Context: an optimization exercise on an open-source flow, tuned for small area and few clock cycles. The choices shown serve that exercise and are no tape-out recipe.
In this exercise RTL edits were held to simulation tests only and were not proved equivalent to the original.
Power figures rest on the tool's default switching activity, not on a simulated workload.

==> flow/config.mk <==
export PLATFORM = sky130hd
export DESIGN_NAME = F
export DESIGN_NICKNAME = F
export VERILOG_FILES = /design/flow/design.v
export SDC_FILE = /design/flow/constraint.sdc
export NUM_CORES = 4
export LEC_CHECK = 0
export CAP_MARGIN = 20
export CORE_MARGIN = 2
export CORE_UTILIZATION = 55
export CTS_BUF_LIST = sky130_fd_sc_hd__clkbuf_2
export CTS_CLUSTER_DIAMETER = 200
export CTS_CLUSTER_SIZE = 20
export SLEW_MARGIN = 20
==> flow/constraint.sdc <==
create_clock -name core_clock -period 8.0 [get_ports {clk}]
set_input_delay 1.6000 -clock core_clock [delete_from_list [all_inputs] [get_ports {clk}]]
set_output_delay 1.6000 -clock core_clock [all_outputs]
set_load 0.01 [all_outputs]
==> flow/design.v <==
module BUFFER(input [DATA_WIDTH-1:0] data_in,
					input clk,
					input ce,
					input rst,
					output [DATA_WIDTH-1:0] data_out
);
parameter DATA_DEPTH = 4;
parameter DATA_WIDTH = 32;
reg [DATA_DEPTH-1:0] shift_reg [DATA_WIDTH-1:0];
genvar i;
generate
	for (i=0; i < DATA_WIDTH; i=i+1) begin: buffer
		always @(posedge clk) begin
			if (rst==1'b1) begin
				shift_reg[i] <= 0;
			end else begin
				if (ce) begin
					if (DATA_DEPTH<2) begin
						shift_reg[i] <= data_in[i];
					end else begin
						shift_reg[i] <= {shift_reg[i][DATA_DEPTH-2:0], data_in[i]};
					end
				end
			end
		end
		assign data_out[i] = shift_reg[i][DATA_DEPTH-1:DATA_DEPTH-1];
	end
endgenerate
endmodule
`timescale 1ns / 1ps
module F(
    input empty,
    input [15:0] iu,
    input [15:0] iv,
    input [15:0] offset,
    input [PRECISION-1:0] indatar,
    input [PRECISION-1:0] indatai,
    output read,
    output valid,
    output [15:0] gind,
    output [15:0] cind,
    output [PRECISION-1:0] outdatar,
    output [PRECISION-1:0] outdatai,
    input clk,
    input rst
    );
	parameter PRECISION = 32;
	parameter GSIZE = 32;
	parameter SUPPORT = 7;
	parameter SSIZE = 2*SUPPORT+1;
	reg [3:0] k;	 
	wire last = (k == SSIZE - 1);
	always @(posedge clk)
		if (rst)
			k <= 0;
		else if (!empty)
			k <= last ? 4'd0 : k + 4'd1;
	function [16:0] radd(input [15:0] a, input [15:0] b, input ci);
		integer i;
		reg c;
		begin
			c = ci;
			for (i = 0; i < 16; i = i + 1) begin
				radd[i] = a[i] ^ b[i] ^ c;
				c = (a[i] & b[i]) | (c & (a[i] ^ b[i]));
			end
			radd[16] = c;
		end
	endfunction
	function [31:0] csa(input [15:0] a, input [15:0] b, input [15:0] c);
		csa = {(a & b) | (a & c) | (b & c), a ^ b ^ c};
	endfunction
	function [16:0] padd(input [15:0] a, input [15:0] b, input ci);
		reg [15:0] g, p, gg, pp;
		integer i, j, l;
		begin
			g = a & b;
			p = a ^ b;
			gg = g;
			pp = p;
			gg[0] = g[0] | (p[0] & ci);
			for (l = 0; l < 4; l = l + 1)
				for (i = 0; i < 16; i = i + 1)
					if ((i >> l) & 1) begin
						j = ((i >> (l + 1)) << (l + 1)) + (1 << l) - 1;
						gg[i] = gg[i] | (pp[i] & gg[j]);
						pp[i] = pp[i] & pp[j];
					end
			padd = {gg[15], p ^ {gg[14:0], ci}};
		end
	endfunction
	wire [3:0] n0 = offset[3:0], n1 = offset[7:4], n2 = offset[11:8], n3 = offset[15:12];
	wire [16:0] a = padd(n2, n3, 1'b0);			 
	wire [16:0] p = padd(n0, n1, 1'b0);			 
	wire [16:0] s = padd(p[4:0], a[4:0], 1'b0);		 
	wire [1:0] sh = s[5:4];
	wire [3:0] sl = s[3:0];
	wire e = (sl == 15) || (sl >= 14 && sh != 0) || (sl >= 13 && sh[1]) || (sl >= 12 && sh == 3);
	wire [31:0] dc = csa(n1, a[4:0], k);
	wire [16:0] d = padd(dc[4:0], {dc[20:16], 1'b0}, 1'b0);	 
	wire [16:0] lo = padd(d[3:0], sh, e);
	wire [16:0] hi = padd({n3, a[3:0]}, {a[4], 2'b00, d[5:4]}, lo[4]);
	assign cind = {3'd0, hi[8:0], lo[3:0]};
	assign valid = !empty;
	assign read = !empty && last;
	wire [16:0] gl = radd(iu[4:0], 5'd25, 1'b0);
	wire [31:0] g1 = csa(iv[10:0], iu[15:5], 11'h7ff);
	wire [31:0] g2 = csa(g1[10:0], {g1[25:16], 1'b0}, k);
	wire [16:0] gh = radd(g2[10:0], {g2[25:16], 1'b0}, gl[5]);
	assign gind = {gh[10:0], gl[4:0]};
	assign outdatar = indatar;
	assign outdatai = indatai;
endmodule
==> flow/flow/run.sh <==
#!/bin/bash
# Standard layout with two changes to synthesis: adders stay plain gates
# (no full/half-adder cells) and ABC maps with flow/abc.script.
# Each tool's output goes to a log file in the work folder.
set -e
W=$(pwd)
{ head -n 1 synth_recipe.tcl; cat flow/abc_proc.tcl; tail -n +2 synth_recipe.tcl; } > own_synth.tcl
export MY_ABC_SCRIPT=$W/flow/abc.script MY_ABC_D=4500
bash standard.sh ADDER_MAP_FILE= SYNTH_SCRIPT=$W/own_synth.tcl BUFFER_PORTS_ARGS="-buffer_cell sky130_fd_sc_hd__buf_1" finish > standard.log 2>&1
==> flow/flow/abc.script <==
strash; dc2; resub -K 8; dc2; dch -f; amap; topo; stime -c
==> flow/flow/abc_proc.tcl <==
# Own ABC script for technology mapping: synth.tcl calls abc with its
# -script and -D; this replaces the script with $MY_ABC_SCRIPT, in which
# {D} stands for the delay target $MY_ABC_D (ps).
proc abc {args} {
  set f [open $::env(MY_ABC_SCRIPT) r]
  set s [string map [list "{D}" $::env(MY_ABC_D)] [read $f]]
  close $f
  set script $::env(OBJECTS_DIR)/own_abc.script
  set f [open $script w]
  puts $f $s
  close $f
  set out {}
  for {set i 0} {$i < [llength $args]} {incr i} {
    set a [lindex $args $i]
    if {$a eq "-script"} { incr i; lappend out -script $script; continue }
    if {$a eq "-D"} { incr i; continue }
    lappend out $a
  }
  yosys abc {*}$out
}
==> flow/standard.sh <==
#!/bin/bash
# synth_recipe.tcl (not shown) runs the flow's synth.tcl, then flattens the netlist and writes it again
# the make line also repeats each setting of config.mk as NAME=value (left out here)
make -C /OpenROAD-flow-scripts/flow DESIGN_CONFIG=/design/flow/config.mk WORK_HOME=/design/flow/orfs CLKGATE_MAP_FILE= SYNTH_SCRIPT=/design/flow/synth_recipe.tcl "${@:-finish}"
==> flow_summary_export.csv, run 1 <==
group,metric,value,unit
final_layout,multi_input_area,1265,µm²
final_layout,fin_cells,419,
logic_synthesis,ys.flop_type,"dfxtp_1",
place,dp_cells,416,
clocking,cts_buffer_depth,2,
global_route,antenna_found_initial,0,
logic_synthesis,yosysWarnings,1,
clocking,cts_buffers,3,
final_layout,n_antenna_cell,0,
timing,hold_violations,0,
timing,rsz0062_at_grt,"no",
drt,drc_errors,0,
power_and_ir_drop,peakVddDrop,0.00006319,V
floorplan,die_w,63.27,µm
final_layout,seqCellArea,80.08,µm²
global_route,grt_overflow,0,
timing,skew,10.91,ps
floorplan,die_y,63.27,µm
floorplan,initial_core_util,57.44,%
timing,clock.fmax,136.5,MHz
final_layout,final_common_cell,"buf_1",
worst_setup_path,r2r-start,"k[2]",
logic_synthesis,synth_cell_types,24,
drt,ant_nets,0,
global_route,grt_max_degree,9,
worst_setup_path,path_class,"input pin to primary output",
drt,wl,5648,µm
logic_synthesis,synth.avg_cell_area,5.457,µm²
logic_synthesis,yosysSeqAreaShare,4.145,%
place,place.gp.congestion,0.8185,
floorplan,fp.coreArea,3363,µm²
clocking,cts_hold_buf,0,
logic_synthesis,async_reset_ff_share,0,%
worst_setup_path,r2r_cells,4,
final_layout,fill_cells,386,
worst_setup_path,slowest_delay,210,ps
drt,wl_per_cell,13.48,µm
timing,drv_slew,0,
clocking,root_buffer,"clkbuf_2",
place,post-place-ws,329.1,ps
final_layout,top_register,"k",
floorplan,dieArea,4002,µm²
clocking,cts_tree,"done",
worst_setup_path,cp_max_fo,4,
final_layout,final_layout_size_suffix_gt1_share,5.630,%
final_layout,reg_top3,"k (4)",
worst_hold_path,min_path_type,"flop to flop",
final_layout,finalNetCount,490,
worst_hold_path,whs_path_depth,2,
timing,post-route-period-util,91.58,%
global_route,track_usage,28.06,%
timing,relSlewSlack,56.92,%
floorplan,num_rows,21,
timing,hold-worst-slack,533.6,ps
worst_setup_path,cp_slowest_cell,"a31o_1",
drt,drtIter0Drc,61,
global_route,grt_pass1_vias,1827,
clocking,clock_latency,220,ps
power_and_ir_drop,p_leak,0.6962,nW
worst_hold_path,min_from,"k[3]",
place,hpwl,5056,µm
worst_setup_path,cp.required,6400,ps
place,port_buffers,76,
clocking,htreeDepth,1,
worst_hold_path,min_to,"k[3]",
drt,dr.pass1.iters,4,
final_layout,final_cell_mix,"buf_1 (75), nor2_1 (56), nand2_1 (47)",
logic_synthesis,syn-cell-area,1932,µm²
logic_synthesis,synth_seq_cells,4,
global_route,grt_pass1_wl,8749,µm
worst_setup_path,r2r_setup_slack,6620,ps
logic_synthesis,synthCells,354,
drt,viasPerCell,5.148,
worst_setup_path,crit_start,"offset[9]",
logic_synthesis,synth_edf_count,0,
worst_setup_path,crit_arrival,5730,ps
run_status,outcome,"complete, no violations",
final_layout,area_delta_synth_final,-3.044,%
timing,finalSetupTns,0,ps
clocking,cts.sinks,4,
worst_setup_path,crit_top_cell,"nand2_1",
clocking,clk_pin_slew_worst_paths,40,ps
drt,vias,2157,
worst_setup_path,start_kind,"input pin",
timing,timing.final.ws_setup,673.4,ps
worst_setup_path,r2r-end,"k[2]",
floorplan,io_pins,213,
timing,setup_violations,0,
power_and_ir_drop,power.density,138.4,nW/µm²
job,cap_violations,0,
timing,period_needed,7327,ps
worst_setup_path,worstSetupEndpointType,"primary output",
final_layout,largest_reg_flops,4,
timing,worst_slew_pin_slew,639.5,ps
==> Yosys cell counts (all sizes together), types with 2 or more instances <==
cell type | count | area [µm²]
a21o | 2 | 15.01
xor2 | 2 | 17.52
buf | 67 | 503.0
clkinv | 35 | 131.4
and2 | 4 | 25.02
a21oi | 44 | 220.2
a31oi | 7 | 43.79
or2 | 2 | 12.51
o22ai | 8 | 50.05
dfxtp | 4 | 80.08
nor2b | 2 | 12.51
o21a | 14 | 105.1
a22oi | 6 | 45.04
nand2 | 47 | 176.4
o21ai | 44 | 220.2
nor2 | 58 | 217.7
==> through the flow <==
stage	util, %	total power [mW]	cell area, µm²
floorplan	-	0.2030	1939
detailed placement	54.02	0.2328	1817
finish	55.69	0.2592	1873
global placement	54.02	0.2309	1817
CTS	54.46	0.2539	1832
global route	55.69	0.2918	1873
==> routing by layer <==
layer	up-vias	part of all wire (%)	track usage, %
met5	-	0	0
met4	0	4.7	14.13
met3	23	14	16.61
met2	109	46	47.21
met1	836	35	27.16
li1	1189	-	-
==> final cells by class <==
cell class | instances | area share (%)
Sequential cell | 4 | 4.275
Clock buffer | 3 | 0.8016
Inverter | 35 | 7.014
Timing Repair Buffer | 81 | 17.30
Tap cell | 46 | 3.073
Multi-Input combinational cell | 250 | 67.53
==> where the power goes <==
group          switching (mW)  total (mW)  internal [mW]
clock                 0.00952      0.0196         0.0101
combinational           0.137       0.218         0.0811
sequential           0.000976      0.0218         0.0208
total                   0.147       0.259          0.112
==> repair_timing <==
item,4_1_cts,5_1_grt
buffers inserted,0,0
setup endpoints to repair,0,4
resized for setup,0,19
==> worst max-delay path by stage <==
| stage | end | slack (ps) | cells past startpoint |
|---|---|---|---|
| floorplan | cind[11] | 920 | 31 |
| global placement | cind[11] | 400 | 34 |
| detailed placement | cind[11] | 330 | 33 |
| CTS | cind[11] | 290 | 33 |
| global route | cind[11] | 40 | 36 |
| finish | cind[11] | 670 | 35 |
==> cell families (layout without fill, tap and decap cells) <==
| kind of cell | count (synthesis) | after routing | share of synthesized area [%] |
|---|---|---|---|
| AOI/OAI and AO/OA | 129 | 129 | 37.95 |
| xor gates and xnor gates | 2 | 2 | 0.9069 |
| buffers and inverters | 102 | 119 | 32.84 |
| other | 1 | 3 | 0.1941 |
| DFF | 4 | 4 | 4.145 |
| and+or+nand+nor | 116 | 116 | 23.96 |
==> critical path, delay by kind of cell <==
family	cells	cell delay, ps
and+or+nand+nor	16	1740
buffers and inverters	5	510
AOI/OAI and AO/OA	14	1860
Testbench counts, summed over its fixed seeds: cycles 21,630.
==> inputs of run 2 (changes only) <==
==> flow/flow/abc.script (replaced) <==
strash; dc2; resub -K 8; dc2; resub -K 8; dch -f; amap; topo; stime -c
==> flow_summary_export.csv, run 2 <==
group,metric,value,unit
power_and_ir_drop,sequentialPowerShare,8.4,%
final_layout,final_common_cell,"buf_1",
global_route,antenna_found_initial,0,
timing,clock.fmax,135.2,MHz
worst_setup_path,path_class,"input pin to primary output",
power_and_ir_drop,pwr-share-clk,7.0,%
worst_setup_path,r2r_setup_slack,6570,ps
floorplan,num_rows,21,
final_layout,final_layout_size_suffix_gt1_share,5.867,%
worst_setup_path,r2r-end,"k[2]",
floorplan,die_w,63.25,µm
worst_setup_path,worstSetupEndpointType,"primary output",
timing,setup_violations,0,
timing,drv_slew,0,
drt,viasPerCell,5.114,
final_layout,top_register,"k",
timing,relSlewSlack,57.59,%
logic_synthesis,synth_cell_types,23,
power_and_ir_drop,p_leak,0.7028,nW
clocking,clock_latency,210,ps
global_route,grt_pass1_wl,8300,µm
drt,routed-wl-met2,2568,µm
place,place_area,1831,µm²
logic_synthesis,yosysWarnings,1,
floorplan,initial_core_util,57.40,%
global_route,grt_pass1_vias,1698,
worst_setup_path,slowest_delay,220,ps
final_layout,n_antenna_cell,0,
final_layout,fin_area,1887,µm²
timing,timing.final.ws_setup,606.0,ps
timing,hold-worst-slack,536.0,ps
timing,hold_violations,0,
global_route,grt_max_degree,9,
logic_synthesis,async_reset_ff_share,0,%
floorplan,die_y,63.25,µm
worst_setup_path,r2r_cells,4,
timing,skew,8.080,ps
logic_synthesis,synth_top_cell_area_share,26.05,%
worst_hold_path,min_path_type,"flop to flop",
clocking,cts.sinks,4,
drt,ant_nets,0,
place,place.gp.congestion,0.8098,
timing,post-route-period-util,92.42,%
power_and_ir_drop,peakVddDrop,0.00006073,V
logic_synthesis,syn-cell-area,1931,µm²
final_layout,reg_top3,"k (4)",
timing,period_needed,7394,ps
drt,drc_errors,0,
run_status,outcome,"complete, no violations",
power_and_ir_drop,switching_power,0.1455,mW
worst_hold_path,min_to,"k[3]",
logic_synthesis,synth.avg_cell_area,5.454,µm²
place,post-place-ws,340.8,ps
worst_hold_path,whs_path_depth,2,
final_layout,area_delta_synth_final,-2.268,%
logic_synthesis,synth.most_common_cell,"buf_4",
drt,wl_met3,1019,µm
final_layout,finalNetCount,492,
place,port_buffers,76,
power_and_ir_drop,power.density,137.9,nW/µm²
clocking,cts_buffer_depth,2,
floorplan,io_pins,213,
clocking,cts_tree,"done",
logic_synthesis,synthCells,354,
logic_synthesis,synth_seq_cells,4,
worst_hold_path,min_from,"k[3]",
floorplan,fp.coreArea,3363,µm²
power_and_ir_drop,swShare,55.94,%
place,hpwl,5150,µm
drt,wl,5710,µm
drt,drt-met1-wl,1916,µm
logic_synthesis,yosysSeqAreaShare,4.148,%
clocking,htreeDepth,1,
logic_synthesis,synth_edf_count,0,
clocking,cts_buffers,3,
power_and_ir_drop,p_int,0.1146,mW
job,cap_violations,0,
logic_synthesis,synth_top_cells_by_count,"buf_4 (67), nor2_1 (58), nand2_1 (47)",
drt,routed.top_layer,"met4",
timing,worst_slew_pin_slew,629.5,ps
drt,wl_per_cell,13.56,µm
drt,dr.pass1.iters,4,
power_and_ir_drop,power_frac_comb,84.6,%
worst_setup_path,r2r-start,"k[2]",
timing,finalSetupTns,0,ps
worst_setup_path,cp.required,6400,ps
worst_setup_path,crit_arrival,5790,ps
worst_setup_path,crit_top_cell,"nand2_1",
global_route,track_usage,27.19,%
clocking,root_buffer,"clkbuf_2",
global_route,grt_overflow,0,
logic_synthesis,synth_top_area_cell,"buf_4",
worst_setup_path,cp_max_fo,4,
logic_synthesis,ys.flop_type,"dfxtp_1",
final_layout,largest_reg_flops,4,
worst_setup_path,start_kind,"input pin",
worst_setup_path,cp_slowest_cell,"a31o_1",
clocking,cts_setup_buffers,0,
final_layout,final_cell_mix,"buf_1 (75), nor2_1 (56), nand2_1 (47)",
drt,vias,2153,
logic_synthesis,synthTopCellsByArea,"buf_4 (26%), a21oi_1 (11%), o21ai_0 (11%)",
clocking,clk_pin_slew_worst_paths,40,ps
timing,rsz0062_at_grt,"no",
drt,drtIter0Drc,82,
floorplan,dieArea,4000,µm²
run 2: power groups by stage:
stage                     Combinational [mW]  Sequential (mW)  Clock (mW)
after floorplan                        0.181           0.0219           0
after global placement                 0.210           0.0221           0
after detailed placement               0.212           0.0222           0
after CTS                              0.213           0.0218      0.0190
after global routing                   0.248           0.0220      0.0201
final                                  0.220           0.0218      0.0183
run 2: critical path: cells and delay by family:
family / cells / cell delay, ps
and+or+nand+nor: 17 / 1840
AOI/OAI and AO/OA: 14 / 1810
buffers and inverters: 5 / 510
run 2: how the worst max path moves through the flow:
stage               start       end
6_report       offset[13]  cind[11]
5_1_grt        offset[13]  cind[11]
4_1_cts        offset[13]  cind[11]
3_5_place_dp   offset[13]  cind[11]
3_3_place_gp   offset[13]  cind[11]
2_1_floorplan   offset[8]  cind[11]
run 2: timing repair:
action,in CTS,in global routing
endpoints found under the hold margin,0,0
endpoints found under the setup margin,0,4
hold buffers,0,0
resized for setup,0,17
run 2: layer usage:
| metal | track usage [%] | up-vias |
|---|---|---|
| li1 | - | 1199 |
| met1 | 25.08 | 834 |
| met2 | 45.35 | 98 |
| met3 | 20.18 | 22 |
| met4 | 11.41 | 0 |
| met5 | 0 | - |
run 2: cell families (layout without fill, tap and decap cells):
| kind of cell | Yosys count | count (layout) | share of synthesized area [%] |
|---|---|---|---|
| DFF | 4 | 4 | 4.148 |
| xor gates and xnor gates | 2 | 2 | 0.9075 |
| other | 1 | 3 | 0.1942 |
| AOI/OAI and AO/OA | 129 | 129 | 37.91 |
| and+or+nand+nor | 116 | 116 | 23.98 |
| buffers and inverters | 102 | 121 | 32.86 |
run 2: final cells by class:
class / count / area (µm²)
multi-input cells: 250 / 1264
well taps: 46 / 57.56
clock buffers: 3 / 15.01
inverters: 35 / 131.4
flip-flops and latches: 4 / 80.08
fillers: 390 / 1476
repair buffers: 83 / 339.1
run 2: per-stage QoR:
stage	cells	utilization (%)	power, mW
after floorplan	356	-	0.2031
after global placement	418	54.43	0.2325
final	421	56.10	0.2602
after detailed placement	418	54.43	0.2337
after CTS	421	54.87	0.2539
after global routing	421	56.10	0.2897

[port drivers added, routing unchanged]
The flow's constraints put no driver on any port. The routed layouts listed below were extracted and timed again, unchanged, in two steps. Step 1 assumes that a clkbuf_16 drives the clock port and a buf_2 every other input. Step 2 also shifts input and output timing later by t, the mid clock arrival at the registers, as if the neighbouring blocks saw the same clock. Three values: ideal ports, drivers, drivers and shift; two values: the first two.
| run | t (ns) | setup slack, ns | hold slack, ns | latest minus earliest clock arrival (ns) | worst slew at a driven data input, ns |
|---|---|---|---|---|---|
| run 1 | 0.237 | 0.673 / 0.651 / 0.651 | 0.534 / 0.534 / 0.534 | 0.011 / 0.011 | 0.13 |
| run 2 | 0.220 | 0.606 / 0.584 / 0.584 | 0.536 / 0.536 / 0.536 | 0.008 / 0.008 | 0.15 |
After both steps setup and hold are still met in every run listed.
